Background: an optimization exercise with open tools, aiming at small area. Do not read the settings as production practice.
Only simulation tests tie the RTL to the original design; equivalence was not proved.

== the previous run ==
Design chen_cordic, start of the top module:
module chen_cordic #(
    parameter ROTATE_TYPE = "ROTATE",
    parameter DATABITS = 17,
    parameter ITERATIONS = 16
)(
    input clk,
    input rst_n,
    input Validin,
    input signed [DATABITS-1:0] Xin,
    input signed [DATABITS-1:0] Yin,
    input signed [17:0] Ain,
    output Validout,
    output signed [DATABITS-1:0] Xout,
    output signed [DATABITS-1:0] Yout,
    output signed [17:0] Aout
);
Size in the first run: about 2600 cells after synthesis, about 550 flip-flops, about 110 I/O pins, ~33000 sq um of cells after synthesis.
==> flow/config.mk <==
export PLATFORM = sky130hd
export DESIGN_NAME = chen_cordic
export DESIGN_NICKNAME = chen_cordic
export VERILOG_FILES = /design/flow/design.v
export SDC_FILE = /design/flow/constraint.sdc
export NUM_CORES = 4
export LEC_CHECK = 0
export CAP_MARGIN = 20
export CORE_MARGIN = 2
export CORE_UTILIZATION = 70
export CTS_BUF_LIST = sky130_fd_sc_hd__clkbuf_8
export CTS_CLUSTER_DIAMETER = 70
export CTS_CLUSTER_SIZE = 18
export SLEW_MARGIN = 20
export SYNTH_HIERARCHICAL = 1
export SYNTH_MINIMUM_KEEP_SIZE = 0
==> flow/constraint.sdc <==
create_clock -name core_clock -period 6.5 [get_ports {clk}]
set_input_delay 1.3000 -clock core_clock [delete_from_list [all_inputs] [get_ports {clk}]]
set_output_delay 1.3000 -clock core_clock [all_outputs]
set_load 0.01 [all_outputs]
standard.sh (not shown) runs the stock make flow with config.mk's settings and CLKGATE_MAP_FILE= SYNTH_SCRIPT=/design/flow/synth_recipe.tcl, a recipe that flattens the netlist after the stock synthesis.
==> flow/flow/run.sh <==
#!/bin/bash
# The standard layout (the standard.sh, all steps), with one change: the buffer that
# placement puts on every input and output port is a plain sky130_fd_sc_hd__buf_1 instead of
# the cell buffer_ports picks by itself (a 10 um2 delay buffer). Every port still gets its buffer.
set -euo pipefail
export BUFFER_PORTS_ARGS="-buffer_cell sky130_fd_sc_hd__buf_1"
bash standard.sh > standard.log 2>&1
The previous run has completed all stages; timing, DRC and antenna checks passed.
Here is what was changed in the inputs of the current run compared with the previous run.
Settings: changing CTS_CLUSTER_DIAMETER from 70 to 60; changing CTS_CLUSTER_SIZE from 18 to 20.
## What came out
The sequential share of layout area of the previous run and that of the current run are within noise of each other.
From the previous run to the current run the numbers moved as follows: pin count of the biggest net entering global routing now sits at about the same level; average wire length per cell after detail routing now sits lower.
From the previous run to the current run, total grt overflow did not move at all.
Compared with the previous run, the current run shows a higher number of non-filler instances in the completed layout.
For total non-filler cell area in the finished layout, the current run and the previous run come out practically identical.

---

Setup of job 9176:
Another version of the RTL of chen_cordic (not shown whole).
Size in the first run: ~2,400 cells after synthesis, roughly 710 flip-flops, ~110 I/O pins, about 0.036 mm² of cells after synthesis.
make LEC_CHECK=0 CAP_MARGIN=20 CORE_MARGIN=2 CORE_UTILIZATION=40 CTS_BUF_LIST=sky130_fd_sc_hd__clkbuf_8 CTS_CLUSTER_DIAMETER=40 CTS_CLUSTER_SIZE=20 SLEW_MARGIN=20 SYNTH_HIERARCHICAL=1 SYNTH_MINIMUM_KEEP_SIZE=0 finish   # period 6.5 ns
run.sh (not shown) runs the stock make flow with config.mk's settings and CLKGATE_MAP_FILE= SYNTH_SCRIPT=/design/flow/synth_recipe.tcl, a recipe that flattens the netlist after the stock synthesis.
Stock flow here: none of the scripts above is used.
The flow did not stop early for job 9176: all stages ran, and the layout cleared the timing, DRC and antenna checks.
Input changes introduced in job 8031 (baseline for comparison: job 9176):
Settings: changing CTS_CLUSTER_SIZE from 20 to 16; changing CTS_CLUSTER_DIAMETER from 40 to 50.
==> comparison <==
In the reports for job 9176 and job 8031, the smaller final cell count belongs to job 8031. On detailed placer's ending HPWL, job 9176 and job 8031 are neck and neck. Diff job 9176 -> job 8031: shortest clock period the worst path allows after layout increased 11 ps; non-clock buffer count lost about 2.5%; routed wire length per instance increased 0.56%. The final reports for job 8031 and job 9176 show sequential share of layout area higher in the former. ~same register area share after synthesis in job 9176 and job 8031. Lower core utilization of the finished layout among job 9176 and job 8031: job 8031. Compare job 9176 and job 8031 | count of clock buffers in the final design lower: job 8031.

---

chen_cordic again, from the RTL that the note above started with.
clock: 6.5 ns
lec_check: 0
cap_margin: 20
core_margin: 2
core_utilization: 40
cts_buf_list: sky130_fd_sc_hd__clkbuf_4 sky130_fd_sc_hd__clkbuf_8 sky130_fd_sc_hd__clkbuf_16
cts_cluster_diameter: 40
cts_cluster_size: 16
slew_margin: 20
synth_hierarchical: 1
synth_minimum_keep_size: 0
Then changed:
CTS_BUF_LIST = sky130_fd_sc_hd__clkbuf_4 sky130_fd_sc_hd__clkbuf_8   (was sky130_fd_sc_hd__clkbuf_4 sky130_fd_sc_hd__clkbuf_8 sky130_fd_sc_hd__clkbuf_16)
CTS_CLUSTER_SIZE = 12   (was 16)
=>
- final cell count stays flat
- clock-buffer cell count goes up by 1
- cell area goes down by 3.0%
- routed wire length goes down by 0.43%

---

== rev 12 ==
chen_cordic again, from the RTL that the note above started with.
Design chen_cordic, start of the top module:
module chen_cordic #(
    parameter ROTATE_TYPE = "ROTATE",
    parameter DATABITS = 17,
    parameter ITERATIONS = 16
)(
    input clk,
    input rst_n,
    input Validin,
    input signed [DATABITS-1:0] Xin,
    input signed [DATABITS-1:0] Yin,
    input signed [17:0] Ain,
    output Validout,
    output signed [DATABITS-1:0] Xout,
    output signed [DATABITS-1:0] Yout,
    output signed [17:0] Aout
);
    function hi_; input [17:0] v; hi_ = $signed(v) > 18'sd51471; endfunction
    function lo_; input [17:0] v; lo_ = $signed(v) < -18'sd51471; endfunction
    function hp_; input [17:0] v; hp_ = $signed(v) >= 18'sd102943; endfunction
    function [15:0] a1_; input [17:0] v; input hi, lo, p0;
        reg [17:0] c0;
        begin
            c0 = hi ? (p0 ? -18'sd102943-18'sd25736 : -18'sd102943+18'sd25736) : lo ? (18'sd102943-18'sd25736) : v[17] ? 18'sd25736 : -18'sd25736;
            a1_ = v + c0;
        end
    endfunction
    function [10:0] trunc11_; input [11:0] v; trunc11_ = v[10:0]; endfunction
    function [11:0] trunc12_; input [12:0] v; trunc12_ = v[11:0]; endfunction
    function [12:0] trunc13_; input [13:0] v; trunc13_ = v[12:0]; endfunction
    function [13:0] trunc14_; input [14:0] v; trunc14_ = v[13:0]; endfunction
    function [14:0] trunc15_; input [15:0] v; trunc15_ = v[14:0]; endfunction
    reg [14:1] vld;
    always @(posedge clk)
        if (!rst_n) vld <= 0;
        else vld <= {vld[13:1], Validin};
    assign Validout = vld[14];
    wire [3:0] n4_w;
    wire [1:0] n5_w;
    wire [15:0] n6_w;
    wire n7_y;
    wire [14:0] n8_w;
    wire n9_y;
    wire [13:0] n10_w;
    wire n11_y;
    wire [12:0] n12_w;
    wire n13_y;
    wire [11:0] n14_w;
    wire n15_y;
    wire n16_y;
    wire n17_s;
    wire n17_c;
    wire n18_y;
    wire n19_s;
    wire n19_c;
    wire n20_y;
    wire n21_s;
    wire n21_c;
    wire n22_y;
  ...
Settings: LEC_CHECK=0, CAP_MARGIN=20, CORE_MARGIN=2, CORE_UTILIZATION=40, SLEW_MARGIN=20, SYNTH_HIERARCHICAL=1, SYNTH_MINIMUM_KEEP_SIZE=0; clock period 6.5 ns.
Input changes introduced in rev 13 (baseline for comparison: rev 12):
Settings: CTS_CLUSTER_SIZE: unset -> 20; CTS_BUF_LIST: unset -> sky130_fd_sc_hd__clkbuf_8; CTS_CLUSTER_DIAMETER: unset -> 60.
--- outcome ---
- Global-route wire length before repair, rev 13 vs rev 12: down slightly
- Rev 13 has number of antenna diodes above what rev 12 had.
- Comparing global-route usage over all layers for rev 12 and rev 13, the bigger number came from rev 12.
- Of rev 12 and rev 13, rev 12 shows the lower required time reported for the critical path endpoint, with rev 13 above it.
- Maximum fanout count along the critical path came out exactly the same in rev 12 and rev 13.

---

chen_cordic with an RTL version that a note above also has.
Size: about 550 flip-flops, roughly 33000 um^2 of cells after synthesis.
export LEC_CHECK = 0
export CAP_MARGIN = 20
export CORE_MARGIN = 2
export CORE_UTILIZATION = 70
export CTS_BUF_LIST = sky130_fd_sc_hd__clkbuf_16
export CTS_CLUSTER_DIAMETER = 80
export CTS_CLUSTER_SIZE = 36
export SLEW_MARGIN = 20
export SYNTH_HIERARCHICAL = 1
export SYNTH_MINIMUM_KEEP_SIZE = 0
create_clock -name core_clock -period 6.5 [get_ports {clk}]
standard.sh (not shown) runs the stock make flow with config.mk's settings and CLKGATE_MAP_FILE= SYNTH_SCRIPT=/design/flow/synth_recipe.tcl, a recipe that flattens the netlist after the stock synthesis.
Scripts as last shown in full above: flow/flow/run.sh
The starting point finished with timing, DRC and antenna clean.
Change:
==> flow/run.sh (new file) <==
#!/bin/bash
# synth_recipe.tcl (not shown) runs the flow's synth.tcl, then flattens the netlist and writes it again
# the make line also repeats each setting of config.mk as NAME=value (left out here)
make -C /OpenROAD-flow-scripts/flow DESIGN_CONFIG=/design/flow/config.mk WORK_HOME=/design/flow/orfs CLKGATE_MAP_FILE= SYNTH_SCRIPT=/design/flow/synth_recipe.tcl finish
Settings changed: CTS_BUF_LIST sky130_fd_sc_hd__clkbuf_16 to sky130_fd_sc_hd__clkbuf_8, CTS_CLUSTER_DIAMETER 80 to 60, CTS_CLUSTER_SIZE 36 to 20.
removed: flow/flow/run.sh
removed: flow/standard.sh
The changed run ran to the end with no violations; clock skew went up by 5.5 ps; via count went up by 1.2%; routed wire length went up by about 1.7%; area after synthesis stays the same; count of clock-buffer cells in the layout went up by 16.

---

old:
Another version of the RTL of chen_cordic (not shown whole).
For scale: roughly 2400 cells after synthesis, about 660 flip-flops, roughly 110 I/O pins.
export LEC_CHECK = 0
export CAP_MARGIN = 20
export CORE_MARGIN = 2
export CORE_UTILIZATION = 55
export CTS_BUF_LIST = sky130_fd_sc_hd__clkbuf_8
export CTS_CLUSTER_DIAMETER = 60
export CTS_CLUSTER_SIZE = 20
export SLEW_MARGIN = 20
export SYNTH_HIERARCHICAL = 1
export SYNTH_MINIMUM_KEEP_SIZE = 0
create_clock -name core_clock -period 6.5 [get_ports {clk}]
==> flow/flow/run.sh <==
#!/bin/bash
# The standard layout (the standard.sh, all steps), with one change: the buffer that
# placement puts on every input and output port is a plain sky130_fd_sc_hd__buf_1 instead of
# the cell buffer_ports picks by itself (a 10 um2 delay buffer). Every port still gets its buffer.
set -euo pipefail
export BUFFER_PORTS_ARGS="-buffer_cell sky130_fd_sc_hd__buf_1"
bash standard.sh > standard.log 2>&1
In summary, old completed successfully, with a layout that passed the timing, DRC and antenna checks.
--- input diff old..new ---
- changing CORE_UTILIZATION from 55 to 70
Results
Against old, overall via count from detail_route in new rose slightly. Compared with old, in new register-to-register slack -0.06 ns. In new, the final standard cell area without fillers came out 420 um2 below the value in old. met1 layer usage reported by global route is higher on new. Die outline height (lower): new. Of new and old, the run reporting the higher relative area change from synthesis to final layout was old. Global-route usage over all layers came out higher on new than on old.

[separate check: timing with driven ports]
The results above use ideal ports. As a check the final layouts listed here were re-extracted and re-timed, cells and wires unchanged. Step 1 sets driving cells, clkbuf_16 on the clock port and buf_2 on the other inputs (assumed; they add their load-dependent delay and slew). Step 2 times the ports against the registers' clock, not the clock port: input delays grow and output delays shrink by t, the midpoint of the rising clock arrivals with the driver on. a / b / c = ideal / step 1 / step 2; a / b = the first two.
run | t, ns | slack for setup (ns) | worst data-port slew with drivers (ns)
the previous run | 0.693 | 0.139 / 0.139 / 0.139 | 0.07
the current run | 0.696 | 0.138 / 0.138 / 0.138 | 0.07
job 9176 | 0.755 | 0.181 / 0.181 / 0.181 | 0.05
job 8031 | 0.752 | 0.170 / 0.170 / 0.170 | 0.05
the first run of note 3 | 0.696 | 0.147 / 0.147 / 0.147 | 0.05
the second run of note 3 | 0.758 | 0.182 / 0.182 / 0.182 | 0.05
rev 12 | 0.684 | 0.174 / 0.174 / 0.174 | 0.05
rev 13 | 0.764 | 0.140 / 0.140 / 0.140 | 0.05
the first run of note 5 | 0.662 | 0.139 / 0.139 / 0.139 | 0.07
the second run of note 5 | 0.699 | 0.076 / 0.076 / -0.135 | 0.06
old | 0.708 | 0.178 / 0.178 / 0.178 | 0.04
new | 0.722 | 0.120 / 0.120 / 0.120 | 0.04
With both steps, setup timing fails in the second run of note 5, where it was met with ideal ports. The setup slack of the second run of note 5, which loses most, moves by 0.000 ns with the drivers and by -0.211 ns with both steps.
